What follows belongs to an exercise in optimizing a design on an open flow for small area, a short achievable clock period and few clock cycles per item; a production flow would make more cautious choices. The RTL was checked by simulation tests, not by an equivalence proof against the original design.

## flow/design.v (module list and top-level ports; edited modules follow where they fit)
// module not_gate: 1 lines
// module and_gate_2: 1 lines
// module or_gate_2: 1 lines
// module xor_gate_2: 1 lines
// module and_gate_3: 1 lines
// module or_gate_3: 1 lines
// module mux2: 7 lines
// module zero_detect: 3 lines
// module or_reduction_8: 1 lines
// module or_reduction_23: 1 lines
// module and_reduction_8: 1 lines
// module cla_4bit_super: 17 lines
// module lcu_7group_adder: 13 lines
// module cla_adder_28bit_core: 17 lines
// module cla_4bit_manual: 10 lines
// module adder_8bit_manual: 18 lines
// module cla_adder_28bit_manual: 8 lines
// module ripple_adder_27bit: 15 lines
// module ripple_sub_8bit: 7 lines
// module cmp_ge_24bit: 12 lines
// module barrel_shifter_right_27: 13 lines
// module barrel_shifter_left_manual: 13 lines
// module lzc_cell_2: 3 lines
// module lzc_cell_4: 6 lines
// module lzc_cell_8: 6 lines
// module lzc_cell_16: 6 lines
// module lzc_32_tree: 9 lines
// module lzc_manual: 6 lines
// module incrementer_8bit: 11 lines
// module incrementer_23bit: 27 lines
// module fpu_unpack_pretest: 40 lines
// module fpu_exponent_subtractor: 30 lines
// module fpu_swap_operands: 30 lines
// module fpu_sign_computation: 24 lines
// module fpu_align_shift_right: 25 lines
// module fpu_sig_add_sub: 36 lines
// module fpu_normalization: 69 lines
// module fpu_special_case: 86 lines
// module fpu_add_sub_top: 170 lines
// module fpu_mult: 118 lines
// module fpu_add_sub_pipe: 40 lines
// module complex_mult_pipe: 81 lines
// module rom_twiddle: 15 lines
// module fft_control: 114 lines
// module buf_bank: 52 lines
// module bf_input_latch: 30 lines
// module bf_compute: 64 lines
// module addr_pipe: 32 lines
// module bf_top_single: 59 lines
// module dffr: 10 lines
// module idx_gen_8pt: 23 lines
// module fft_8point_top: 66 lines
module fft_8point_top #(
    parameter int L_MUL = 2,
    parameter int L_ADD = 2
)(
    input  logic        i_clk,
    input  logic        i_rst_n,
    input  logic        i_start,
    input  logic        i_valid,
    input  logic [31:0] i_re,
    input  logic [31:0] i_im,
    output logic        o_valid,
    output logic [31:0] o_re,
    output logic [31:0] o_im,
    output logic        o_done
);
  // ...
==> flow/run.sh <==
#!/bin/bash
# synth_recipe.tcl (not shown) runs the flow's synth.tcl, then flattens the netlist and writes it again
# the make line also repeats each setting of config.mk as NAME=value (left out here)
make -C /OpenROAD-flow-scripts/flow DESIGN_CONFIG=/design/flow/config.mk WORK_HOME=/design/flow/orfs CLKGATE_MAP_FILE= SYNTH_SCRIPT=/design/flow/synth_recipe.tcl finish
==> flow/config.mk <==
export PLATFORM = sky130hd
export DESIGN_NAME = fft_8point_top
export DESIGN_NICKNAME = fft_8point_top
export VERILOG_FILES = /design/flow/design.v
export SDC_FILE = /design/flow/constraint.sdc
export NUM_CORES = 4
export LEC_CHECK = 0
export CAP_MARGIN = 20
export CORE_MARGIN = 2
export CORE_UTILIZATION = 40
export SLEW_MARGIN = 20
==> flow/constraint.sdc <==
create_clock -name core_clock -period 14.0 [get_ports {i_clk}]
set_input_delay 2.8000 -clock core_clock [delete_from_list [all_inputs] [get_ports {i_clk}]]
set_output_delay 2.8000 -clock core_clock [all_outputs]
set_load 0.01 [all_outputs]
==> out/metrics.yaml, run 1 <==
drt_first_pass_iters: 14
busiest_layer: "met2"
grt_util_met3_pct: 7.14
min-delay-path-class: "reg -> reg"
final_util_pct: 45.9
port_buffers: 133
route.detailed.drc: 0
met2_usage_pct: 46.8
synth_compound_area_share_pct: 20.8
post_cts_resized: 42
wl_met3_um: 65300
wl_um: 650000
grt_usage_pct: 30.8
outcome: "complete, no violations"
post-dp-hpwl_um: 475000
crit_path_top_delay_cell: "or4_1"
grt_pass1_wl_um: 955000
buffers: 1536
synth_top_area_share_pct: 22.8
overflow: 0
place.gp.congestion: 1.01
cts_hold_buf: 0
hp-start: "u_bf.u_cmp.dly_ai[0][17]$_DFF_P_"
postSynthCellCount: 18800
largest_registers: "u_bank.mem_im: 256 flops, u_bank.mem_re: 256 flops"
seq_cells: 1729
worstSetupPathType: "reg -> reg"
critPathMaxStageDelay_ns: 0.62
cts_max_level: 4
mostFrequentLayoutCell: "nand2_1"
area_growth_pct: 14.3
cts_tree: "done"
hold_violations: 0
multi_input_area_share_pct: 60.0
final_cells: 24900
drv_slew: 0
synth-adder-area-share_pct: 21.6
finalInstanceArea_um2: 185000
r2r_start: "u_bf.u_cmp.u_cmul.sub_re.zr[1][21]$_DFF_PN0_"
die_w_um: 639
clk_pin_slew_worst_paths_ns: 0.08
Testbench counts, summed over its fixed seeds: cycles 15,880, items 256.
==> module fft_8point_top, before the edit <==
module fft_8point_top #(
    parameter int L_MUL = 2,
    parameter int L_ADD = 2
)(
    input  logic        i_clk,
    input  logic        i_rst_n,
    input  logic        i_start,
    input  logic        i_valid,
    input  logic [31:0] i_re,
    input  logic [31:0] i_im,
    output logic        o_valid,
    output logic [31:0] o_re,
    output logic [31:0] o_im,
    output logic        o_done
);
    localparam int LAT = 1 + L_MUL + 2*L_ADD;
    logic load_en, issue, latch_unused, output_en;
    logic [2:0] load_addr, output_addr;
    logic [1:0] stage_sel, k_idx, tw_addr;
    fft_control #(.LAT(LAT)) u_ctrl (
        .i_clk(i_clk), .i_rst_n(i_rst_n), .i_start(i_start), .i_valid_in(i_valid),
        .o_load_en(load_en), .o_load_addr(load_addr),
        .o_stage_sel(stage_sel), .o_k_idx(k_idx), .o_twiddle_addr(tw_addr),
        .o_issue(issue), .o_latch(latch_unused),
        .o_output_en(output_en), .o_output_addr(output_addr),
        .o_done(o_done)
    );
    logic [31:0] W_re, W_im; logic is_mj;
    rom_twiddle u_tw(.i_addr(tw_addr), .o_wr(W_re), .o_wi(W_im), .o_is_mj(is_mj));
    logic [2:0] a_now, b_now;
    idx_gen_8pt u_idx (.stage_sel(stage_sel), .k_idx(k_idx), .a_now(a_now), .b_now(b_now));
    logic [31:0] rd_ar, rd_ai, rd_br, rd_bi;
    logic [31:0] rd_re_out, rd_im_out;
    logic        wb_valid;
    logic [2:0]  wb_addr_a, wb_addr_b;
    logic [31:0] wb_re_a, wb_im_a, wb_re_b, wb_im_b;
    function automatic [2:0] bitrev3(input [2:0] x);
        bitrev3 = {x[0], x[1], x[2]};
    endfunction
    buf_bank u_bank (
        .clk(i_clk), .rst_n(i_rst_n),
        .load_en(load_en), .load_addr(bitrev3(load_addr)), 
        .load_re(i_re), .load_im(i_im),
        .wb_en_a(wb_valid), .wb_addr_a(wb_addr_a), .wb_re_a(wb_re_a), .wb_im_a(wb_im_a),
        .wb_en_b(wb_valid && (wb_addr_b != wb_addr_a)), 
        .wb_addr_b(wb_addr_b), .wb_re_b(wb_re_b), .wb_im_b(wb_im_b),
        .rd_addr_a(a_now), .rd_addr_b(b_now),
        .rd_addr_out(output_addr),
        .rd_re_a(rd_ar), .rd_im_a(rd_ai),
        .rd_re_b(rd_br), .rd_im_b(rd_bi),
        .rd_re_out(rd_re_out), .rd_im_out(rd_im_out)
    );
    bf_top_single #(.L_MUL(L_MUL), .L_ADD(L_ADD)) u_bf (
        .clk(i_clk), .rst_n(i_rst_n), .issue(issue),
        .a_now(a_now), .b_now(b_now),
        .in_ar(rd_ar), .in_ai(rd_ai), .in_br(rd_br), .in_bi(rd_bi),
        .w_re(W_re), .w_im(W_im), .is_mj(is_mj),
        .wb_valid(wb_valid),
        .wb_addr_a(wb_addr_a), .wb_addr_b(wb_addr_b),
        .wb_re_a(wb_re_a), .wb_im_a(wb_im_a),
        .wb_re_b(wb_re_b), .wb_im_b(wb_im_b)
    );
    assign o_valid = output_en;
    assign o_re    = rd_re_out;
    assign o_im    = rd_im_out;
endmodule
==> run 2: changes to the inputs <==
==> flow/design.v (replaced) <==
`timescale 1ns/1ps
`timescale 1ns/1ps
`timescale 1ns/1ps
`timescale 1ns/1ps
`timescale 1ns/1ps
`timescale 1ns/1ps
`timescale 1ns/1ps
`timescale 1ns/1ps
`timescale 1ns/1ps
`timescale 1ns/1ps
module fpd_s1 (
    input  logic [31:0] a,
    input  logic [31:0] b,
    output logic [67:0] q
);
    logic        sa, sb;
    logic [7:0]  ea, eb;
    logic        za, zb, ia, ib, na, nb;
    assign sa = a[31];
    assign sb = b[31];
    assign ea = a[30:23];
    assign eb = b[30:23];
    assign za = (a[30:0] == 31'd0);
    assign zb = (b[30:0] == 31'd0);
    assign ia = (ea == 8'hff) && (a[22:0] == 23'd0);
    assign ib = (eb == 8'hff) && (b[22:0] == 23'd0);
    assign na = (ea == 8'hff) && (a[22:0] != 23'd0);
    assign nb = (eb == 8'hff) && (b[22:0] != 23'd0);
    logic        a_big;
    logic [30:0] big, sml;
    assign a_big = a[30:0] >= b[30:0];
    assign big   = a_big ? a[30:0] : b[30:0];
    assign sml   = a_big ? b[30:0] : a[30:0];
    logic [7:0] xa, xb;
    logic [8:0] dab, dba;
    logic [7:0] d;
    assign xa  = (ea == 8'd0) ? 8'd1 : ea;
    assign xb  = (eb == 8'd0) ? 8'd1 : eb;
    assign dab = {1'b0, xa} - {1'b0, xb};
    assign dba = {1'b0, xb} - {1'b0, xa};
    assign d   = a_big ? dab[7:0] : dba[7:0];
    logic [4:0] dsat;
    assign dsat = (d[7:5] != 3'd0) ? 5'd31 : d[4:0];
    logic nan_p, nan_m, subn_pass;
    assign nan_p = na | nb | (ia & ib & (sa ^ sb));
    assign nan_m = na | nb | (ia & ib & ~(sa ^ sb));
    assign subn_pass = (za ^ zb) & (big[30:23] == 8'd0);
    assign q = {nan_p, nan_m, ia | ib, subn_pass, sa, sb, a_big, dsat,
                (big[30:23] == 8'd0) ? 8'd1 : big[30:23],
                (big[30:23] != 8'd0), big[22:0],
                (sml[30:23] != 8'd0), sml[22:0]};
endmodule
module fpd_s2 (
    input  logic [67:0] q,
    output logic [69:0] r
);
    logic [4:0]  dsat;
    logic [7:0]  ebig;
    logic [23:0] sigb, sigs;
    assign dsat = q[60:56];
    assign ebig = q[55:48];
    assign sigb = q[47:24];
    assign sigs = q[23:0];
    logic [26:0] mbig, msml;
    logic [27:0] sum;
    logic [26:0] dif;
    assign mbig = {sigb, 3'b000};
    assign msml = {sigs, 3'b000} >> dsat;
    assign sum  = {1'b0, mbig} + {1'b0, msml};
    assign dif  = mbig - msml;
    assign r = {q[67:61], ebig, sum, dif};
endmodule
module fpd_s3 (
    input  logic [69:0] r,
    output logic [31:0] zp,
    output logic [31:0] zm
);
    logic        nan_p, nan_m, inf, subn_pass, sa, sb, a_big;
    logic [7:0]  ebig;
    logic [27:0] sum;
    logic [26:0] dif;
    assign {nan_p, nan_m, inf, subn_pass, sa, sb, a_big} = r[69:63];
    assign ebig = r[62:55];
    assign sum  = r[54:27];
    assign dif  = r[26:0];
    logic [31:0] add_r;    
    logic        add_pz;   
    logic        need, ovf;
    logic [22:0] frac_r;
    assign need   = sum[3] & (sum[2] | sum[1] | sum[0] | sum[4]);
    assign ovf    = (ebig >= 8'd254);
    assign frac_r = sum[26:4] + {22'd0, need};
    logic [22:0] lowb;
    logic        one_or_none;
    assign lowb = sum[25:3];
    assign one_or_none = ((lowb & (lowb - 23'd1)) == 23'd0);
    always_comb begin
        add_pz = 1'b0;
        if (sum[27]) begin
            add_r = ovf ? {1'b0, 8'hff, 23'd0} : {1'b0, ebig + 8'd1, frac_r};
        end else if (sum[26]) begin
            add_r = {1'b0, ebig, sum[25:3]};
        end else begin
            add_r  = 32'd0;
            add_pz = one_or_none;
        end
    end
    logic [26:0] m;
    assign m = dif;
    logic [4:0]  cnt;
    always_comb begin
        cnt = 5'd24;
        for (int i = 0; i < 24; i++)
            if (m[3 + i]) cnt = 5'(23 - i);
    end
    logic        mzero;
    assign mzero = (m[26:3] == 24'd0);
    logic [26:0] shl;
    logic [22:0] frac_l;
    logic [8:0]  esub;
    logic [7:0]  exp_l;
    assign shl    = m << cnt;
    assign frac_l = shl[25:3];
    assign esub   = {1'b0, ebig} - {4'd0, cnt};
    assign exp_l  = esub[8] ? 8'd0 : esub[7:0];
    logic sub_zero, sub_unf;
    assign sub_zero = ((frac_l == 23'd0) && (exp_l == 8'd0)) || mzero;
    assign sub_unf  = (esub[8] || (exp_l == 8'd0)) && !sub_zero;
    logic [31:0] sub_r;
    logic        sub_pz;
    assign sub_r  = (sub_zero || sub_unf) ? 32'd0 : {1'b0, exp_l, frac_l};
    assign sub_pz = sub_zero;
    logic addp;
    logic sgn_p, sgn_m;
    assign addp  = ~(sa ^ sb);
    assign sgn_p = a_big ? sa : sb;
    assign sgn_m = a_big ? sa : ~sb;
    logic [31:0] np, nm;
    logic        pzp, pzm;
    assign np  = addp ? add_r : sub_r;
    assign pzp = addp ? add_pz : sub_pz;
    assign nm  = addp ? sub_r : add_r;
    assign pzm = addp ? sub_pz : add_pz;
    always_comb begin
        if (nan_p)          zp = 32'h7fc00000;
        else if (inf)       zp = {sgn_p, 8'hff, 23'd0};
        else if (subn_pass) zp = {sgn_p, 8'd0, sum[25:3]};
        else                zp = {sgn_p & ~pzp, np[30:0]};
        if (nan_m)          zm = 32'h7fc00000;
        else if (inf)       zm = {sgn_m, 8'hff, 23'd0};
        else if (subn_pass) zm = {sgn_m, 8'd0, sum[25:3]};
        else                zm = {sgn_m & ~pzm, nm[30:0]};
    end
endmodule
`timescale 1ns/1ps
module fmc_s1 (
    input  logic [31:0] x,
    output logic [40:0] q
);
    logic [7:0]  ex;
    logic [22:0] fx;
    assign ex = x[30:23];
    assign fx = x[22:0];
    logic [47:0] p;
    assign p = {24'd0, 1'b1, fx} * 48'hB504F3;
    assign q = {x[31], (ex == 8'hff) && (fx != 23'd0), (ex == 8'hff) && (fx == 23'd0),
                (ex == 8'd0), ex, p[47:21], (fx[21:0] != 22'd0), (fx[20:0] != 21'd0)};
endmodule
module fmc_s2 (
    input  logic [40:0] q,
    output logic [31:0] z
);
    logic        sx, nan, inf, zero, st22, st21;
    logic [7:0]  ex;
    logic [26:0] p;    
    assign {sx, nan, inf, zero, ex, p, st22, st21} = q;
    logic        norm, g, r, s, up;
    logic [22:0] mant;
    assign norm = p[26];
    assign mant = norm ? p[25:3] : p[24:2];
    assign g    = norm ? p[2] : p[1];
    assign r    = norm ? p[1] : p[0];
    assign s    = norm ? st22 : st21;
    assign up   = g & (r | s | mant[0]);
    logic [23:0] mr;
    logic [8:0]  ef;
    assign mr = {1'b0, mant} + {23'd0, up};
    assign ef = {1'b0, ex} - 9'd1 + {8'd0, norm} + {8'd0, mr[23]};
    always_comb begin
        if (nan)                         z = 32'h7fc00000;
        else if (inf)                    z = {sx, 8'hff, 23'd0};
        else if (zero || ef[8] || (ef[7:0] == 8'd0)) z = {sx, 31'd0};
        else                             z = {sx, ef[7:0], mr[22:0]};
    end
endmodule
`timescale 1ns/1ps
`timescale 1ns/1ps
`timescale 1ns/1ps
`timescale 1ns/1ps
`timescale 1ns/1ps
`timescale 1ns/1ps
`timescale 1ns/1ps
`timescale 1ns/1ps
`timescale 1ns/1ps
`timescale 1ns/1ps
module fft_8point_top (
    input  logic        i_clk,
    input  logic        i_rst_n,
    input  logic        i_start,
    input  logic        i_valid,
    input  logic [31:0] i_re,
    input  logic [31:0] i_im,
    output logic        o_valid,
    output logic [31:0] o_re,
    output logic [31:0] o_im,
    output logic        o_done
);
    localparam logic [31:0] QNAN = 32'h7fc00000;
    logic       busy;       
    logic [3:0] ld;         
    logic       s0_go;      
    logic       run;        
    logic [4:0] tc;         
    logic       ov, od;     
    logic [2:0] oent;       
    logic       iss_bf, iss_top, top_w3;
    logic [2:0] ra, rb;     
    logic [1:0] twm;        
    logic [2:0] wa, wb;     
    logic [1:0] mul_sel;    
    logic start_acc, load_en;
    assign start_acc = i_start & (~busy | od);
    assign load_en   = busy & ~od & i_valid & ~ld[3];
    logic       n_bf, n_top, n_w3;
    logic [2:0] n_ra, n_rb, n_wa, n_wb;
    logic [1:0] n_twm, n_ms;
    logic       run_n;
    logic [4:0] tc_n;
    always_comb begin
        run_n = run;
        tc_n  = tc;
        if (run) tc_n = tc + 5'd1;
        if (s0_go && ra[1:0] == 2'd3) begin
            run_n = 1'b1;
            tc_n  = 5'd1;
        end
        if (od || start_acc) run_n = 1'b0;
        n_bf  = 1'b0;
        n_top = 1'b0;
        n_w3  = 1'b0;
        n_ra  = 3'd0;
        n_rb  = 3'd4;
        n_wa  = 3'd0;
        n_wb  = 3'd4;
        n_twm = 2'd0;
        n_ms  = 2'(tc_n - 5'd6);
        if (load_en && ld[2]) begin
            n_bf = 1'b1;
            n_ra = {1'b0, ld[1:0]};
            n_rb = {1'b1, ld[1:0]};
            n_wa = {1'b0, ld[1:0]};
            n_wb = {1'b1, ld[1:0]};
        end
        if (run_n) begin
            case (tc_n)
                5'd2:  begin n_bf = 1'b1; n_ra = 3'd0; n_rb = 3'd2; n_twm = 2'd0; n_wa = 3'd0; n_wb = 3'd2; end
                5'd3:  begin n_bf = 1'b1; n_ra = 3'd5; n_rb = 3'd7; n_twm = 2'd1; n_wa = 3'd5; n_wb = 3'd7; end
                5'd4:  begin n_bf = 1'b1; n_ra = 3'd4; n_rb = 3'd6; n_twm = 2'd1; n_wa = 3'd4; n_wb = 3'd1; end
                5'd5:  begin n_bf = 1'b1; n_ra = 3'd1; n_rb = 3'd3; n_twm = 2'd0; n_wa = 3'd3; n_wb = 3'd6; end
                5'd9:  begin n_top = 1'b1; n_wa = 3'd5; end
                5'd10: begin n_bf = 1'b1; n_ra = 3'd0; n_rb = 3'd3; n_twm = 2'd0; n_wa = 3'd0; n_wb = 3'd3; end
                5'd11: begin n_top = 1'b1; n_w3 = 1'b1; n_wb = 3'd7; end
                5'd12: begin n_bf = 1'b1; n_ra = 3'd4; n_rb = 3'd5; n_twm = 2'd2; n_wa = 3'd4; n_wb = 3'd5; end
                5'd13: begin n_bf = 1'b1; n_ra = 3'd2; n_rb = 3'd6; n_twm = 2'd1; n_wa = 3'd2; n_wb = 3'd6; end
                5'd14: begin n_bf = 1'b1; n_ra = 3'd1; n_rb = 3'd7; n_twm = 2'd2; n_wa = 3'd1; n_wb = 3'd7; end
                default: ;
            endcase
        end
    end
    function automatic logic [2:0] out_entry(input logic [4:0] t);
        case (3'(t - 5'd14))
            3'd0: out_entry = 3'd0;
            3'd1: out_entry = 3'd4;
            3'd2: out_entry = 3'd2;
            3'd3: out_entry = 3'd1;
            3'd4: out_entry = 3'd3;
            3'd5: out_entry = 3'd5;
            3'd6: out_entry = 3'd6;
            default: out_entry = 3'd7;
        endcase
    endfunction
    always_ff @(posedge i_clk or negedge i_rst_n) begin
        if (!i_rst_n) begin
            busy    <= 1'b0;
            ld      <= 4'd0;
            s0_go   <= 1'b0;
            run     <= 1'b0;
            tc      <= 5'd0;
            ov      <= 1'b0;
            od      <= 1'b0;
            oent    <= 3'd0;
            iss_bf  <= 1'b0;
            iss_top <= 1'b0;
            top_w3  <= 1'b0;
            ra      <= 3'd0;
            rb      <= 3'd4;
            wa      <= 3'd0;
            wb      <= 3'd4;
            twm     <= 2'd0;
            mul_sel <= 2'd0;
        end else begin
            s0_go <= load_en & ld[2];
            if (load_en) ld <= ld + 4'd1;
            run <= run_n;
            tc  <= tc_n;
            ov   <= run_n && (tc_n >= 5'd14) && (tc_n <= 5'd21);
            od   <= run_n && (tc_n == 5'd21);
            oent <= out_entry(tc_n);
            iss_bf  <= n_bf;
            iss_top <= n_top;
            top_w3  <= n_w3;
            ra      <= n_ra;
            rb      <= n_rb;
            wa      <= n_wa;
            wb      <= n_wb;
            twm     <= n_twm;
            mul_sel <= n_ms;
            if (od) busy <= 1'b0;
            if (start_acc) begin
                busy  <= 1'b1;
                ld    <= 4'd0;
                s0_go <= 1'b0;
            end
        end
    end
    assign o_valid = ov;
    assign o_done  = od;
    logic [31:0] fre [0:7];
    logic [31:0] fim [0:7];
    logic [31:0] ar, ai, br, bi;
    always_comb begin
        case (ra)
            3'd0: begin ar = fre[0]; ai = fim[0]; end
            3'd1: begin ar = fre[1]; ai = fim[1]; end
            3'd2: begin ar = fre[2]; ai = fim[2]; end
            3'd3: begin ar = fre[3]; ai = fim[3]; end
            3'd4: begin ar = fre[4]; ai = fim[4]; end
            default: begin ar = fre[5]; ai = fim[5]; end
        endcase
        case (rb)
            3'd2: begin br = fre[2]; bi = fim[2]; end
            3'd3: begin br = fre[3]; bi = fim[3]; end
            3'd4: begin br = fre[4]; bi = fim[4]; end
            3'd5: begin br = fre[5]; bi = fim[5]; end
            3'd6: begin br = fre[6]; bi = fim[6]; end
            default: begin br = fre[7]; bi = fim[7]; end
        endcase
    end
    logic nanr, nani, infr, infi, zr_, zi_;
    assign nanr = (br[30:23] == 8'hff) && (br[22:0] != 23'd0);
    assign nani = (bi[30:23] == 8'hff) && (bi[22:0] != 23'd0);
    assign infr = (br[30:23] == 8'hff) && (br[22:0] == 23'd0);
    assign infi = (bi[30:23] == 8'hff) && (bi[22:0] == 23'd0);
    assign zr_  = (br[30:23] == 8'd0);
    assign zi_  = (bi[30:23] == 8'd0);
    logic nA, nB;
    assign nA = nanr | nani | infi;
    assign nB = nanr | infr | nani;
    logic [31:0] tr, ti;
    always_comb begin
        case (twm)
            2'd0: begin    
                tr = nA ? QNAN : (zr_ ? 32'd0 : br);
                ti = nB ? QNAN : (zi_ ? 32'd0 : bi);
            end
            2'd1: begin    
                tr = nB ? QNAN : (zi_ ? 32'd0 : bi);
                ti = nA ? QNAN : (zr_ ? 32'd0 : {~br[31], br[30:0]});
            end
            default: begin
                tr = br;
                ti = bi;
            end
        endcase
    end
    logic [31:0] q0, q1;    
    logic [31:0] mx;
    always_comb begin
        case (mul_sel)
            2'd0: mx = fre[5];
            2'd1: mx = fim[5];
            2'd2: mx = fre[7];
            default: mx = fim[7];
        endcase
    end
    logic [40:0] mq_d, mq;
    logic [31:0] mz;
    fmc_s1 u_m1 (.x(mx), .q(mq_d));
    fmc_s2 u_m2 (.q(mq), .z(mz));
    always_ff @(posedge i_clk) begin
        mq <= mq_d;
        q0 <= mz;
        q1 <= q0;
    end
    logic [31:0] ra_in, rb_in, ia_in, ib_in;
    assign ra_in = iss_top ? q0 : ar;
    assign rb_in = iss_top ? q1 : tr;
    assign ia_in = iss_top ? {~q0[31], q0[30:0]} : ai;
    assign ib_in = iss_top ? q1 : ti;
    logic [67:0] rq_d, iq_d, rq, iq;
    logic [69:0] rr_d, ir_d, rr, ir;
    logic [31:0] rzp, rzm, izp, izm;
    fpd_s1 u_r1 (.a(ra_in), .b(rb_in), .q(rq_d));
    fpd_s1 u_i1 (.a(ia_in), .b(ib_in), .q(iq_d));
    fpd_s2 u_r2 (.q(rq), .r(rr_d));
    fpd_s2 u_i2 (.q(iq), .r(ir_d));
    fpd_s3 u_r3 (.r(rr), .zp(rzp), .zm(rzm));
    fpd_s3 u_i3 (.r(ir), .zp(izp), .zm(izm));
    always_ff @(posedge i_clk) begin
        rq <= rq_d;
        iq <= iq_d;
        rr <= rr_d;
        ir <= ir_d;
    end
    logic       wa1, wb1, sw1, wa2, wb2, sw2;
    logic [2:0] aa1, ab1, aa2, ab2;
    always_ff @(posedge i_clk or negedge i_rst_n) begin
        if (!i_rst_n) begin
            wa1 <= 1'b0; wb1 <= 1'b0; sw1 <= 1'b0;
            wa2 <= 1'b0; wb2 <= 1'b0; sw2 <= 1'b0;
            aa1 <= 3'd0; ab1 <= 3'd0; aa2 <= 3'd0; ab2 <= 3'd0;
        end else begin
            wa1 <= iss_bf | (iss_top & ~top_w3);
            wb1 <= iss_bf | (iss_top & top_w3);
            sw1 <= iss_top;
            aa1 <= wa;
            ab1 <= wb;
            wa2 <= wa1; wb2 <= wb1; sw2 <= sw1;
            aa2 <= aa1; ab2 <= ab1;
        end
    end
    always_ff @(posedge i_clk) begin
        if (load_en) begin
            fre[ld[2:0]] <= i_re;
            fim[ld[2:0]] <= i_im;
        end
        if (wa2) begin
            fre[aa2] <= rzp;
            fim[aa2] <= sw2 ? rzm : izp;
        end
        if (wb2) begin
            fre[ab2] <= rzm;
            fim[ab2] <= izm;
        end
    end
    assign o_re = fre[oent];
    assign o_im = fim[oent];
endmodule
--- a/flow/config.mk
+++ b/flow/config.mk
@@ -7,5 +7,6 @@
 export LEC_CHECK = 0
-export CAP_MARGIN = 20
+export CAP_MARGIN = 40
 export CORE_MARGIN = 2
 export CORE_UTILIZATION = 40
+export SETUP_SLACK_MARGIN = 5
 export SLEW_MARGIN = 20
==> run 2 against run 1 <==
Utilization is 1.1 points lower. Worst hold slack better by 0.015 ns. Worst setup slack better by 4.9 ns. Cell count is 52% lower.
==> out/metrics.yaml, run 2 <==
outcome: "complete, no violations"  # unchanged
core_area_um2: 199000  # was 402000 µm²
fill_cells: 19300  # was 39200
slew_headroom_pct: 21.4  # was 12.8%
critical_path.startpoint: "rb[2]$_DFF_PN1_"  # was u_bf.u_cmp.u_cmul.sub_re.zr[1][21]$_DFF_PN0_
cts_tree: "done"  # unchanged
fin_crit_sh_pct: 61.2  # was 96.5%
pin_count: 134  # unchanged
cp_max_fo: 59  # was 4
via_count: 79200  # was 150000
clk_path_buf_depth: 3  # was 4
dieArea_um2: 204000  # was 409000 µm²
yosysWarnings: 3  # was 20
drt_first_pass_iters: 12  # was 14
timing.fmax_mhz: 117  # was 74.0 MHz
worstSetupPathType: "reg -> reg"  # unchanged
port_buffers: 133  # unchanged
ys_seq_elements: 944  # was 1729
grt_pass1_wl_um: 569000  # was 955000 µm
post_drt_wl_per_cell_um: 34.6  # was 26.1 µm
postSynthCellCount: 9259  # was 18800
grt_max_degree: 101  # was 158
netlist_top_cells_area: "edfxtp_1 (19%), dfxtp_1 (9.5%), ha_1 (7.4%)"  # was dfrtp_1 (23%), ha_1 (11%), fa_1 (10%)
cp.depth: 30  # was 58
cp.required_ns: 14.65  # was 14.76 ns
mostFrequentLayoutCell: "nand2_1"  # unchanged
r2r_start: "rb[2]$_DFF_PN1_"  # was u_bf.u_cmp.u_cmul.sub_re.zr[1][21]$_DFF_PN0_
synth.most_common_cell: "nand2_1"  # unchanged
start_util_pct: 40.2  # was 40.1%
rsz0062_at_grt: "yes"  # unchanged
syn_nets: 10000  # was 21200
grt_usage_pct: 39.1  # was 30.8%
multi_input_area_um2: 51400  # was 111000 µm²
synth-xor-area-share_pct: 2.19  # was 2.87%
clk-insertion-delay-late_ns: 0.81  # was 0.93 ns
drive_above_1_share_pct: 11.8  # was 12.8%
endpoint: "rq[60]$_SDFF_PP1_"  # was u_bf.u_cmp.u_add_xr.zr[0][31]$_DFF_PN0_
clk_pin_slew_worst_paths_ns: 0.06  # was 0.08 ns
numCtsBuffers: 107  # was 191
synthMuxAreaShare_pct: 11.2  # was 7.67%
min-delay-path-class: "reg -> reg"  # unchanged
end_kind: "register"  # unchanged
hold_violations: 0  # unchanged
clock-sinks: 944  # was 1729
crit_top_cell: "buf_4"  # unchanged
fin_skew_ns: 0.0596  # was 0.0788 ns
place.gp.congestion: 1.10  # was 1.01
rr_worst_depth: 30  # was 58
syn_area_per_cell_um2: 8.65  # was 8.57 µm²
synth_top_area_share_pct: 19.2  # was 22.8%
dr.first_iter.drc_count: 12800  # was 18200
synth-edff-count: 512  # was 0
detail-route-antenna-nets: 0  # unchanged
largest_registers: "fim: 256 flops, fre: 256 flops"  # was u_bank.mem_im: 256 flops, u_bank.mem_re: 256 flops
synth_compound_area_share_pct: 21.6  # was 20.8%
cp.arrival_ns: 9.21  # was 14.26 ns
overflow: 0  # unchanged
wl_um: 412000  # was 650000 µm
grt_pass1_vias: 73300  # was 144000
synth_ff_type: "edfxtp_1"  # was dfrtp_1
route.detailed.drc: 0  # unchanged
cap_viol_max_count: 0  # unchanged
finalSetupViolCount: 0  # unchanged
r2r_end: "rq[60]$_SDFF_PP1_"  # was u_bf.u_cmp.u_add_xr.zr[0][31]$_DFF_PN0_
synthSimpleGateAreaFrac_pct: 15.8  # was 14.2%
timing.hold.ws_ns: 0.326  # was 0.311 ns
cts_max_level: 3  # was 4
synth-adder-area-share_pct: 12.5  # was 21.6%
area_growth_pct: 11.6  # was 14.3%
synthTopCellsByCount: "nand2_1 (973), nor2_1 (960), a21oi_1 (666)"  # was nand2_1 (2017), inv_1 (1647), ha_1 (1479)
worst-path-buf-inv: 6  # was 9
yosysTopAreaCell: "edfxtp_1"  # was dfrtp_1
die_h_um: 452  # was 639 µm
cts_root_buffer: "clkbuf_16"  # unchanged
drv_slew: 0  # unchanged
cts_hold_buf: 0  # unchanged
crit_path_top_delay_cell: "dfstp_4"  # was or4_1
worst_setup_path_start_kind: "register"  # unchanged
finalNetCount: 9874  # was 21700
synth.yosys.seq_area_share_pct: 30.3  # was 26.0%
r2r_slack_ns: 5.43  # was 0.50 ns
synth_top_family_by_area: "compound AO/OA/AOI/OAI gates"  # was adder cells
antenna_found_initial: 39  # was 76
via_per_inst: 6.65  # was 6.05
row_count: 164  # was 233
die_w_um: 452  # was 639 µm
worst_pin_slew_ns: 1.18  # was 1.29 ns
finalSetupTns_ns: 0  # unchanged
synth_area_um2: 80100  # was 161000 µm²
seq_area_um2: 24300  # was 42000 µm²
period_minus_slack_ns: 8.57  # was 13.50 ns
hp-start: "iq[64]$_DFF_P_"  # was u_bf.u_cmp.dly_ai[0][17]$_DFF_P_
post-dp-hpwl_um: 305000  # was 475000 µm
critPathMaxStageDelay_ns: 0.77  # was 0.62 ns
synth_cell_types: 109  # was 126
synthArstFlopShare_pct: 5.61  # was 85.2%
mostFrequentLayoutCells: "nand2_1 (963), nor2_1 (942), a21oi_1 (660)"  # was nand2_1 (2006), inv_1 (1643), ha_1 (1467)
critPathTopFamily: "compound AO/OA/AOI/OAI gates"  # was simple AND/OR/NAND/NOR gates
-- run 2: changes by cell type after synthesis, sizes merged, moves of 219 or more --
cell | previous run | this run
a22oi | 316 | 74
o21ai | 1488 | 690
xnor2 | 347 | 126
dfrtp | 1473 | 51
nand3 | 365 | 146
mux2i | 939 | 241
nand2 | 2019 | 973
nor2 | 1337 | 962
ha | 1479 | 472
edfxtp | 0 | 512
fa | 820 | 203
inv | 1659 | 607
a21oi | 1106 | 666
clkbuf | 950 | 508
-- run 2: cell families after synthesis --
logic type | Yosys count
AO/OA/AOI/OAI | 2696
XOR/XNOR | 200
adder cells (fa/ha/maj) | 681
buffers and inverters | 1312
flip-flops | 944
multiplexers | 606
AND/OR/NAND/NOR | 2820
-- run 2: worst min path at each step --
stage	to	slack (ns)	cells past startpoint
finish	ir[66]$_DFF_P_	0.33	0
global route	rr[64]$_DFF_P_	0.33	0
CTS	ir[66]$_DFF_P_	0.33	0
detailed placement	ir[56]$_DFF_P_	0.31	0
global placement	rr[65]$_DFF_P_	0.31	0
floorplan	ir[55]$_DFF_P_	0.31	0
-- run 2: repair_timing --
| action | 4_1_cts | 5_1_grt |
|---|---|---|
| endpoints found under the setup margin | 15 | 14 |
| pin swaps | 4 | 4 |
| gates resized for setup | 14 | 21 |
| cloned | 0 | 0 |
| buffers inserted | 10 | 14 |
-- run 2: metrics by stage --
stage / util (%) / worst slack, ns / area [µm²] / cells
floorplan: - / 5.16 / 80100 / 9259
global placement: 42.2 / 4.21 / 84100 / 11500
detailed placement: 42.6 / 4.42 / 85000 / 11600
CTS: 44.5 / 5.02 / 88800 / 11800
global route: 44.8 / 5.00 / 89300 / 11900
finish: 44.8 / 5.43 / 89400 / 11900
-- run 2: final cells by class --
class,instances,share of cell area (%)
repair buffers,464,4.81
clock inverters,66,0.712
flip-flops and latches,944,27.2
diodes,40,0.112
clock buffers,137,3.33
multi-input cells,7003,57.5
inverters,611,2.57
well taps,2656,3.72
-- run 2: metal layers --
metal	track usage, %	wire, µm	vias up
li1	-	-	33500
met1	50.6	157000	38500
met2	55.2	167000	5766
met3	12.7	53600	1441
met4	26.6	34500	24
met5	0.0233	274	-
-- run 2: worst reg2reg max path, delay by kind of cell, from the launching register on --
family                     cells  cell delay, ns
AOI/OAI and AO/OA             16            3.74
xor gates and xnor gates       1            0.19
adders and majority gates      1            0.35
buffers and inverters          6            1.71
DFF                            1            0.77
muxes                          1            0.41
and+or+nand+nor                5            1.23
Testbench counts of run 2, summed over its fixed seeds: cycles 7,688, items 256.
==> run 3: changes to the inputs <==
--- a/flow/design.v
+++ b/flow/design.v
@@ -13,2 +13,3 @@
     input  logic [31:0] b,
+    input  logic        fn,     
     output logic [67:0] q
@@ -29,9 +30,5 @@
     logic        a_big;
-    logic [30:0] big, sml;
     assign a_big = a[30:0] >= b[30:0];
-    assign big   = a_big ? a[30:0] : b[30:0];
-    assign sml   = a_big ? b[30:0] : a[30:0];
     logic [7:0] xa, xb;
     logic [8:0] dab, dba;
-    logic [7:0] d;
     assign xa  = (ea == 8'd0) ? 8'd1 : ea;
@@ -40,13 +37,14 @@
     assign dba = {1'b0, xb} - {1'b0, xa};
-    assign d   = a_big ? dab[7:0] : dba[7:0];
-    logic [4:0] dsat;
-    assign dsat = (d[7:5] != 3'd0) ? 5'd31 : d[4:0];
+    logic [4:0] sab, sba, dsat;
+    assign sab  = (dab[7:5] != 3'd0) ? 5'd31 : dab[4:0];
+    assign sba  = (dba[7:5] != 3'd0) ? 5'd31 : dba[4:0];
+    assign dsat = a_big ? sab : sba;
     logic nan_p, nan_m, subn_pass;
-    assign nan_p = na | nb | (ia & ib & (sa ^ sb));
-    assign nan_m = na | nb | (ia & ib & ~(sa ^ sb));
-    assign subn_pass = (za ^ zb) & (big[30:23] == 8'd0);
+    assign nan_p = fn | na | nb | (ia & ib & (sa ^ sb));
+    assign nan_m = fn | na | nb | (ia & ib & ~(sa ^ sb));
+    assign subn_pass = a_big ? (zb & ~za & (ea == 8'd0)) : (za & ~zb & (eb == 8'd0));
     assign q = {nan_p, nan_m, ia | ib, subn_pass, sa, sb, a_big, dsat,
-                (big[30:23] == 8'd0) ? 8'd1 : big[30:23],
-                (big[30:23] != 8'd0), big[22:0],
-                (sml[30:23] != 8'd0), sml[22:0]};
+                a_big ? xa : xb,
+                (ea != 8'd0), a[22:0],
+                (eb != 8'd0), b[22:0]};
 endmodule
@@ -61,4 +59,4 @@
     assign ebig = q[55:48];
-    assign sigb = q[47:24];
-    assign sigs = q[23:0];
+    assign sigb = q[61] ? q[47:24] : q[23:0];
+    assign sigs = q[61] ? q[23:0] : q[47:24];
     logic [26:0] mbig, msml;
@@ -163,4 +161,6 @@
     assign fx = x[22:0];
-    logic [47:0] p;
-    assign p = {24'd0, 1'b1, fx} * 48'hB504F3;
+    logic [47:0] m, p;
+    assign m = {24'd0, 1'b1, fx};
+    assign p = (m << 24) - (m << 22) - (m << 20) + (m << 18) + (m << 16)
+             + (m << 10) + (m << 8) - (m << 4) + (m << 2) - m;
     assign q = {x[31], (ex == 8'hff) && (fx != 23'd0), (ex == 8'hff) && (fx == 23'd0),
@@ -227,2 +227,3 @@
     logic [2:0] ra, rb;     
+    logic [5:0] ra_oh, rb_oh;    
     logic [1:0] twm;        
@@ -255,3 +256,3 @@
         n_twm = 2'd0;
-        n_ms  = 2'(tc_n - 5'd6);
+        n_ms  = 2'(tc_n - 5'd5);
         if (load_en && ld[2]) begin
@@ -306,2 +307,4 @@
             rb      <= 3'd4;
+            ra_oh   <= 6'd1;
+            rb_oh   <= 6'd4;
             wa      <= 3'd0;
@@ -323,2 +326,4 @@
             rb      <= n_rb;
+            ra_oh   <= 6'd1 << n_ra;
+            rb_oh   <= 6'd1 << (n_rb - 3'd2);
             wa      <= n_wa;
@@ -337,2 +342,3 @@
     assign o_done  = od;
+    logic [31:0] rzp, rzm, izp, izm;    
     logic [31:0] fre [0:7];
@@ -341,18 +347,9 @@
     always_comb begin
-        case (ra)
-            3'd0: begin ar = fre[0]; ai = fim[0]; end
-            3'd1: begin ar = fre[1]; ai = fim[1]; end
-            3'd2: begin ar = fre[2]; ai = fim[2]; end
-            3'd3: begin ar = fre[3]; ai = fim[3]; end
-            3'd4: begin ar = fre[4]; ai = fim[4]; end
-            default: begin ar = fre[5]; ai = fim[5]; end
-        endcase
-        case (rb)
-            3'd2: begin br = fre[2]; bi = fim[2]; end
-            3'd3: begin br = fre[3]; bi = fim[3]; end
-            3'd4: begin br = fre[4]; bi = fim[4]; end
-            3'd5: begin br = fre[5]; bi = fim[5]; end
-            3'd6: begin br = fre[6]; bi = fim[6]; end
-            default: begin br = fre[7]; bi = fim[7]; end
-        endcase
+        ar = 32'd0; ai = 32'd0; br = 32'd0; bi = 32'd0;
+        for (int i = 0; i < 6; i++) begin
+            ar = ar | ({32{ra_oh[i]}} & fre[i]);
+            ai = ai | ({32{ra_oh[i]}} & fim[i]);
+            br = br | ({32{rb_oh[i]}} & fre[i + 2]);
+            bi = bi | ({32{rb_oh[i]}} & fim[i + 2]);
+        end
     end
@@ -369,2 +366,3 @@
     logic [31:0] tr, ti;
+    logic        fr, fi;
     always_comb begin
@@ -372,8 +370,12 @@
             2'd0: begin    
-                tr = nA ? QNAN : (zr_ ? 32'd0 : br);
-                ti = nB ? QNAN : (zi_ ? 32'd0 : bi);
+                tr = zr_ ? 32'd0 : br;
+                ti = zi_ ? 32'd0 : bi;
+                fr = nA;
+                fi = nB;
             end
             2'd1: begin    
-                tr = nB ? QNAN : (zi_ ? 32'd0 : bi);
-                ti = nA ? QNAN : (zr_ ? 32'd0 : {~br[31], br[30:0]});
+                tr = zi_ ? 32'd0 : bi;
+                ti = zr_ ? 32'd0 : {~br[31], br[30:0]};
+                fr = nB;
+                fi = nA;
             end
@@ -382,2 +384,4 @@
                 ti = bi;
+                fr = 1'b0;
+                fi = 1'b0;
             end
@@ -386,13 +390,13 @@
     logic [31:0] q0, q1;    
-    logic [31:0] mx;
+    logic [31:0] mx, mx_d;
+    logic [40:0] mq_d, mq;
+    logic [31:0] mz;
     always_comb begin
         case (mul_sel)
-            2'd0: mx = fre[5];
-            2'd1: mx = fim[5];
-            2'd2: mx = fre[7];
-            default: mx = fim[7];
+            2'd0: mx_d = rzp;
+            2'd1: mx_d = fim[5];
+            2'd2: mx_d = fre[7];
+            default: mx_d = fim[7];
         endcase
     end
-    logic [40:0] mq_d, mq;
-    logic [31:0] mz;
     fmc_s1 u_m1 (.x(mx), .q(mq_d));
@@ -400,2 +404,3 @@
     always_ff @(posedge i_clk) begin
+        mx <= mx_d;
         mq <= mq_d;
@@ -411,5 +416,4 @@
     logic [69:0] rr_d, ir_d, rr, ir;
-    logic [31:0] rzp, rzm, izp, izm;
-    fpd_s1 u_r1 (.a(ra_in), .b(rb_in), .q(rq_d));
-    fpd_s1 u_i1 (.a(ia_in), .b(ib_in), .q(iq_d));
+    fpd_s1 u_r1 (.a(ra_in), .b(rb_in), .fn(fr & ~iss_top), .q(rq_d));
+    fpd_s1 u_i1 (.a(ia_in), .b(ib_in), .fn(fi & ~iss_top), .q(iq_d));
     fpd_s2 u_r2 (.q(rq), .r(rr_d));
==> flow/flow/run.sh (new file) <==
#!/bin/bash
set -e
echo "export SETUP_SLACK_MARGIN = 8" >> config.mk
bash standard.sh > standard.log 2>&1
==> flow/standard.sh (new file) <==
#!/bin/bash
# synth_recipe.tcl (not shown) runs the flow's synth.tcl, then flattens the netlist and writes it again
# the make line also repeats each setting of config.mk as NAME=value (left out here)
make -C /OpenROAD-flow-scripts/flow DESIGN_CONFIG=/design/flow/config.mk WORK_HOME=/design/flow/orfs CLKGATE_MAP_FILE= SYNTH_SCRIPT=/design/flow/synth_recipe.tcl "${@:-finish}"
--- a/flow/config.mk
+++ b/flow/config.mk
@@ -9,4 +9,4 @@
 export CORE_MARGIN = 2
-export CORE_UTILIZATION = 40
-export SETUP_SLACK_MARGIN = 5
+export CORE_UTILIZATION = 50
 export SLEW_MARGIN = 20
+export SETUP_SLACK_MARGIN = 8
removed: flow/run.sh
==> run 3 against run 2 <==
Sequential share of layout area grew 1.2 points. Still clean. Largest cell class unchanged. Highest routed layer unchanged. Flip-flop and latch count grew 41. Worst hold slack lost 0.044 ns.
==> out/metrics.yaml, run 3 <==
outcome: "complete, no violations"  # unchanged
timing.hold.ws_ns: 0.282  # was 0.326 ns
drt_first_pass_iters: 12  # unchanged
cts_tree: "done"  # unchanged
setup_ws_ns: 7.94  # was 5.43 ns
grt_usage_pct: 47.4  # was 39.1%
row_count: 144  # was 164
numCtsBuffers: 113  # was 107
dp_slack_ns: 6.84  # was 4.42 ns
synthArstFlopShare_pct: 6.29  # was 5.61%
finalSetupTns_ns: 0  # unchanged
drive_above_1_share_pct: 15.6  # was 11.8%
grt_pass1_vias: 71100  # was 73300
worst-path-buf-inv: 7  # was 6
dp.cells: 10500  # was 11600
netlist_top_cells_area: "edfxtp_1 (20%), dfxtp_1 (11%), mux4_2 (7.2%)"  # was edfxtp_1 (19%), dfxtp_1 (9.5%), ha_1 (7.4%)
period_minus_slack_ns: 6.06  # was 8.57 ns
finalNetCount: 9418  # was 9874
cts_max_level: 3  # unchanged
worstSetupPathType: "reg -> reg"  # unchanged
synth_top_area_share_pct: 19.9  # was 19.2%
final_cells: 11000  # was 11900
overflow: 0  # unchanged
detail-route-antenna-nets: 0  # unchanged
place.gp.congestion: 1.08  # was 1.10
dieArea_um2: 157000  # was 204000 µm²
wl_um: 389000  # was 412000 µm
port_buffers: 133  # unchanged
route.detailed.drc: 0  # unchanged
clk-insertion-delay-late_ns: 0.82  # was 0.81 ns
grt_pass1_wl_um: 535000  # was 569000 µm
hp-start: "iq[66]$_DFF_P_"  # was iq[64]$_DFF_P_
via_count: 79000  # was 79200
cp.arrival_ns: 6.72  # was 9.21 ns
critPathMaxStageDelay_ns: 0.59  # was 0.77 ns
start_util_pct: 50.2  # was 40.2%
cp.depth: 29  # was 30
post-dp-hpwl_um: 264000  # was 305000 µm
syn_area_per_cell_um2: 8.78  # was 8.65 µm²
fin_crit_sh_pct: 43.3  # was 61.2%
grt_max_degree: 81  # was 101
die_h_um: 397  # was 452 µm
end_kind: "register"  # unchanged
drv_slew: 0  # unchanged
cp_max_fo: 8  # was 59
synth_area_um2: 77100  # was 80100 µm²
met2_usage_pct: 64.6  # was 55.2%
synth.yosys.seq_area_share_pct: 32.6  # was 30.3%
postSynthCellCount: 8776  # was 9259
area_growth_pct: 15.4  # was 11.6%
grtUsageMet1_pct: 60.9  # was 50.6%
min_delay_path_depth: 0  # unchanged
cts_root_buffer: "clkbuf_16"  # unchanged
synth.most_common_cell: "nor2_1"  # was nand2_1
core_area_um2: 154000  # was 199000 µm²
cap_viol_max_count: 0  # unchanged
critPathTopFamily: "compound AO/OA/AOI/OAI gates"  # unchanged
grt_util_met3_pct: 19.8  # was 12.7%
busiest_layer: "met2"  # unchanged
synthTopCellsByCount: "nor2_1 (915), nand2_1 (904), o21ai_0 (573)"  # was nand2_1 (973), nor2_1 (960), a21oi_1 (666)
hold_violations: 0  # unchanged
dr.first_iter.drc_count: 13800  # was 12800
r2r_slack_ns: 7.94  # was 5.43 ns
r2r_end: "iq[58]$_DFF_P_"  # was rq[60]$_SDFF_PP1_
synth-edff-count: 512  # unchanged
crit_top_cell: "o21a_1"  # was buf_4
yosysWarnings: 3  # unchanged
cp.required_ns: 14.65  # about the same
syn_nets: 9406  # was 10000
crit_path_top_delay_cell: "dfrtp_4"  # was dfstp_4
fin_skew_ns: 0.0829  # was 0.0596 ns
die_w_um: 397  # was 452 µm
antenna_found_initial: 46  # was 39
min_to: "ir[68]$_DFF_P_"  # was ir[66]$_DFF_P_
clock-sinks: 985  # was 944
mostFrequentLayoutCell: "nand2_1"  # unchanged
yosysTopAreaCell: "edfxtp_1"  # unchanged
mostFrequentLayoutCells: "nand2_1 (891), nor2_1 (884), o21ai_0 (540)"  # was nand2_1 (963), nor2_1 (942), a21oi_1 (660)
finalSetupViolCount: 0  # unchanged
rsz0062_at_grt: "yes"  # unchanged
timing.fmax_mhz: 165  # was 117 MHz
slew_headroom_pct: 25.1  # was 21.4%
clk_path_buf_depth: 3  # unchanged
r2r_start: "rb_oh[3]$_DFF_PN0_"  # was rb[2]$_DFF_PN1_
min-delay-path-class: "reg -> reg"  # unchanged
rr_worst_depth: 29  # was 30
worst_pin_slew_ns: 1.12  # was 1.18 ns
largest_registers: "fim: 256 flops, fre: 256 flops"  # unchanged
clk_pin_slew_worst_paths_ns: 0.06  # about the same
pin_count: 134  # unchanged
synth_ff_type: "edfxtp_1"  # unchanged
synth_cell_types: 108  # was 109
ys_seq_elements: 985  # was 944
worst_setup_path_start_kind: "register"  # unchanged
via_per_inst: 7.20  # was 6.65
post_drt_wl_per_cell_um: 35.5  # was 34.6 µm
cts_hold_buf: 0  # unchanged
[run 3: changes by cell type in the layout (fill, tap and decap cells not counted), sizes merged, moves of 67 or more]
cell    change
a22oi     +218
a21oi     -142
a31oi     +125
o21ai      -83
mux2i     -146
inv        -67
buf        +88
nand2      -69
a211oi     -75
[run 3: area by class of cell]
| cell class | instances | area (µm²) |
|---|---|---|
| diodes | 37 | 92.6 |
| clock buffers | 153 | 3250 |
| clock inverters | 63 | 686 |
| fillers | 13600 | 64600 |
| inverters | 554 | 2150 |
| multi-input cells | 6560 | 48700 |
| flip-flops and latches | 985 | 25300 |
| well taps | 2044 | 2560 |
| repair buffers | 572 | 6170 |
| repair inverters | 2 | 13.8 |
[run 3: repair_timing]
action,4_1_cts,5_1_grt
pin swaps,7,57
endpoints found under the setup margin,698,586
gates cloned,10,19
setup buffers,55,92
gates resized for setup,154,249
[run 3: worst max path at each step]
stage / slack, ns / startpoint / end
3_3_place_gp: 6.75 / ir[11]$_DFF_P_ / fim[5][30]$_DFFE_PP_
6_report: 7.94 / rb_oh[3]$_DFF_PN0_ / iq[58]$_DFF_P_
3_5_place_dp: 6.84 / mx[18]$_DFF_P_ / mq[27]$_DFF_P_
4_1_cts: 7.91 / oent[0]$_DFF_PN0_ / o_im[12]
5_1_grt: 7.87 / rb_oh[3]$_DFF_PN0_ / iq[57]$_DFF_P_
2_1_floorplan: 7.20 / i_valid / fim[4][0]$_DFFE_PP_
[run 3: kinds of logic after synthesis]
| kind of cell | synth area share, % |
|---|---|
| xor gates and xnor gates | 2.23 |
| buffers and inverters | 6.11 |
| AOI/OAI and AO/OA | 22.5 |
| DFF | 32.6 |
| and+or+nand+nor | 15.2 |
| muxes | 10.6 |
| adders and majority gates | 10.7 |
[run 3: through the flow]
step                utilization, %  area, µm²
floorplan                        -      77100
global placement              52.3      80200
detailed placement            52.8      81000
CTS                           56.3      86400
global route                  57.9      88900
finish                        57.9      88900
[run 3: routing by layer]
layer | share of wire, % | up-vias
met1 | 36 | 37700
met4 | 8.7 | 36
met5 | 0.11 | -
li1 | - | 32400
met3 | 17 | 1796
met2 | 39 | 7015
Testbench counts of run 3, summed over its fixed seeds: cycles 7,688, items 256.
==> run 4: changes to the inputs <==
==> flow/run.sh (new file) <==
#!/bin/bash
# synth_recipe.tcl (not shown) runs the flow's synth.tcl, then flattens the netlist and writes it again
# the make line also repeats each setting of config.mk as NAME=value (left out here)
make -C /OpenROAD-flow-scripts/flow DESIGN_CONFIG=/design/flow/config.mk WORK_HOME=/design/flow/orfs CLKGATE_MAP_FILE= SYNTH_SCRIPT=/design/flow/synth_recipe.tcl finish
--- a/flow/config.mk
+++ b/flow/config.mk
@@ -10,3 +10,3 @@
 export CORE_UTILIZATION = 50
+export SETUP_SLACK_MARGIN = 5
 export SLEW_MARGIN = 20
-export SETUP_SLACK_MARGIN = 8
removed: flow/flow/run.sh
removed: flow/standard.sh
==> run 4 against run 3 <==
Worst setup slack worse by 1.4 ns. Highest routed layer unchanged. Cell count shrank 1.8%. Wire length decreased by 5.1%. Still clean.
==> out/metrics.yaml, run 4 <==
ys_seq_elements: 985  # unchanged
clock-sinks: 985  # unchanged
multi_input_area_um2: 47700  # was 48700 µm²
cts_root_buffer: "clkbuf_16"  # unchanged
yosysWarnings: 3  # unchanged
mostFrequentLayoutCells: "nor2_1 (897), nand2_1 (893), o21ai_0 (564)"  # was nand2_1 (891), nor2_1 (884), o21ai_0 (540)
worst_setup_path_start_kind: "register"  # unchanged
post-dp-hpwl_um: 262000  # was 264000 µm
end_kind: "register"  # unchanged
cts_setup_buffers: 0  # was 55
min-delay-path-class: "reg -> reg"  # unchanged
die_h_um: 397  # unchanged
critPathTopFamily: "simple AND/OR/NAND/NOR gates"  # was compound AO/OA/AOI/OAI gates
grt_pass1_wl_um: 522000  # was 535000 µm
hp-start: "rq[64]$_DFF_P_"  # was iq[66]$_DFF_P_
clk_pin_slew_worst_paths_ns: 0.07  # was 0.06 ns
clk_path_buf_depth: 3  # unchanged
timing.hold.ws_ns: 0.324  # was 0.282 ns
worst-path-buf-inv: 2  # was 7
postSynthCellCount: 8776  # unchanged
grt_pass1_vias: 71000  # was 71100
antenna_found_initial: 35  # was 46
detail-route-antenna-nets: 0  # unchanged
cap_viol_max_count: 0  # unchanged
worstSetupPathType: "reg -> reg"  # unchanged
route.detailed.drc: 0  # unchanged
wl_um: 370000  # was 389000 µm
syn_area_per_cell_um2: 8.78  # unchanged
overflow: 0  # unchanged
finalSetupViolCount: 0  # unchanged
r2r_end: "fim[6][31]$_DFFE_PP_"  # was iq[58]$_DFF_P_
dp_slack_ns: 6.83  # was 6.84 ns
synth_top_area_share_pct: 19.9  # unchanged
drive_above_1_share_pct: 11.6  # was 15.6%
clk-insertion-delay-late_ns: 0.80  # was 0.82 ns
synthArstFlopShare_pct: 6.29  # unchanged
finalInstanceArea_um2: 85400  # was 88900 µm²
die_w_um: 397  # unchanged
synth_area_um2: 77100  # unchanged
synth_cell_types: 108  # unchanged
cts_hold_buf: 0  # unchanged
placed_cell_area_um2: 80900  # was 81000 µm²
slew_headroom_pct: 28.2  # was 25.1%
row_count: 144  # unchanged
grt_usage_pct: 45.8  # was 47.4%
fin_skew_ns: 0.0631  # was 0.0829 ns
syn_nets: 9406  # unchanged
netlist_top_cells_area: "edfxtp_1 (20%), dfxtp_1 (11%), mux4_2 (7.2%)"  # unchanged
drv_slew: 0  # unchanged
drt_first_pass_iters: 11  # was 12
port_buffers: 133  # unchanged
outcome: "complete, no violations"  # unchanged
timing.fmax_mhz: 135  # was 165 MHz
dr.first_iter.drc_count: 13100  # was 13800
cts_tree: "done"  # unchanged
grt_max_degree: 107  # was 81
largest_registers: "fim: 256 flops, fre: 256 flops"  # unchanged
synthTopCellsByCount: "nor2_1 (915), nand2_1 (904), o21ai_0 (573)"  # unchanged
via_count: 76900  # was 79000
hold_violations: 0  # unchanged
yosysTopAreaCell: "edfxtp_1"  # unchanged
core_area_um2: 154000  # unchanged
synth-edff-count: 512  # unchanged
start_util_pct: 50.2  # unchanged
synth_ff_type: "edfxtp_1"  # unchanged
cp_max_fo: 30  # was 8
cp_cell_sequence: "nor3_1 > a211oi_1 > o21ai_0 > o21a_1 > nor2_4 > inv_2 > ha_1 > fa_1 > nor2b_1 > o21ai_0 > a21o_1 > and3b_1 > or4_1 > a211oi_1 > nor2_1 > inv_1 > nand4_1 > nor4_4 > a2111oi_0 > nand2b_1 > a221o_1 > a221o_1"
synth.most_common_cell: "nor2_1"  # unchanged
seq_area_um2: 25200  # was 25300 µm²
min_delay_path_depth: 0  # unchanged
post_cts_resized: 0  # was 154
crit_path_top_delay_cell: "a221o_1"  # was dfrtp_4
period_minus_slack_ns: 7.43  # was 6.06 ns
r2r_start: "rr[14]$_DFF_P_"  # was rb_oh[3]$_DFF_PN0_
setup_ws_ns: 6.57  # was 7.94 ns
cp.arrival_ns: 7.98  # was 6.72 ns
area_growth_pct: 10.8  # was 15.4%
cts_max_level: 3  # unchanged
min_to: "rr[66]$_DFF_P_"  # was ir[68]$_DFF_P_
synth.yosys.seq_area_share_pct: 32.6  # unchanged
numCtsBuffers: 113  # unchanged
finalNetCount: 9240  # was 9418
r2r_slack_ns: 6.57  # was 7.94 ns
via_per_inst: 7.14  # was 7.20
dieArea_um2: 157000  # unchanged
rr_worst_depth: 22  # was 29
place.gp.congestion: 1.07  # was 1.08
mostFrequentLayoutCell: "nor2_1"  # was nand2_1
rsz0062_at_grt: "no"  # was yes
cp.required_ns: 14.56  # was 14.65 ns
finalSetupTns_ns: 0  # unchanged
fill_cells: 13800  # was 13600
critPathMaxStageDelay_ns: 0.65  # was 0.59 ns
pin_count: 134  # unchanged
post_drt_wl_per_cell_um: 34.3  # was 35.5 µm
worst_pin_slew_ns: 1.08  # was 1.12 ns
fin_crit_sh_pct: 53.1  # was 43.3%
## run 4: routing by layer
metal | track usage [%] | routed length (µm) | vias up | share of wire (%)
met5 | 0 | 230 | - | 0.062
met4 | 29.0 | 30100 | 30 | 8.2
met3 | 18.4 | 57300 | 1642 | 16
met2 | 63.6 | 147000 | 6334 | 40
met1 | 58.8 | 135000 | 36900 | 37
li1 | - | - | 32000 | -
## run 4: cells by family after synthesis
logic type / count (synthesis) / synth area share [%]
simple gates: 2645 / 15.2
compound gates: 2658 / 22.5
xor+xnor: 196 / 2.23
fa+ha+maj: 570 / 10.7
buf+inv: 1235 / 6.11
mux: 487 / 10.6
flops: 985 / 32.6
## run 4: worst reg2reg max path: cells and delay by family (launching register included)
family,cells,cell delay [ns]
adder cells (fa/ha/maj),2,0.79
buffers and inverters,2,0.60
AO/OA/AOI/OAI,9,2.59
flip-flops,1,0.51
AND/OR/NAND/NOR,9,2.71
## run 4: worst max path at each step
stage	start	cells past startpoint	endpoint
finish	rr[14]$_DFF_P_	22	fim[6][31]$_DFFE_PP_
global route	rr[14]$_DFF_P_	21	fim[6][22]$_DFFE_PP_
CTS	rr[14]$_DFF_P_	21	fim[6][23]$_DFFE_PP_
detailed placement	rr[14]$_DFF_P_	21	fim[6][23]$_DFFE_PP_
global placement	rr[10]$_DFF_P_	20	fim[3][13]$_DFFE_PP_
floorplan	i_valid	3	fim[4][0]$_DFFE_PP_
## run 4: metrics by stage
step | utilization [%] | instances
5_1_grt | 55.6 | 10800
6_report | 55.7 | 10800
2_1_floorplan | - | 8776
3_5_place_dp | 52.7 | 10500
3_3_place_gp | 52.2 | 10400
4_1_cts | 55.4 | 10700
## run 4: layout make-up
type | instances | area share [%]
Sequential cell | 985 | 29.5
Antenna cell | 16 | 0.0469
Clock inverter | 52 | 0.830
Inverter | 554 | 2.43
Multi-Input combinational cell | 6556 | 55.8
Tap cell | 2044 | 2.99
Timing Repair Buffer | 400 | 4.35
Clock buffer | 162 | 4.00

static timing again, ports no longer ideal:
The results above use ideal ports. As a check the final layouts listed here were re-extracted and re-timed, cells and wires unchanged. Step 1, drivers: a clkbuf_16 drives i_clk and a buf_2 each remaining input, both assumed. Step 2, shift: input delay + t, output delay - t, t = (earliest + latest rising clock arrival at the registers) / 2. This alone moves slack from input paths to output paths. a / b / c = no drivers / after step 1 / after step 2; a / b = the first two.
run	t, ns	setup slack, ns	worst setup path after step 2
run 1	0.989	0.496 / 0.496 / 0.496	register to register
run 2	0.883	5.434 / 5.434 / 5.434	register to register
run 3	0.865	7.935 / 7.881 / 7.272	input to register
run 4	0.867	6.572 / 6.572 / 6.572	register to register
After both steps setup and hold are still met in every run listed. The setup slack of run 3, which loses most, moves by -0.054 ns with the drivers and by -0.663 ns with both steps.
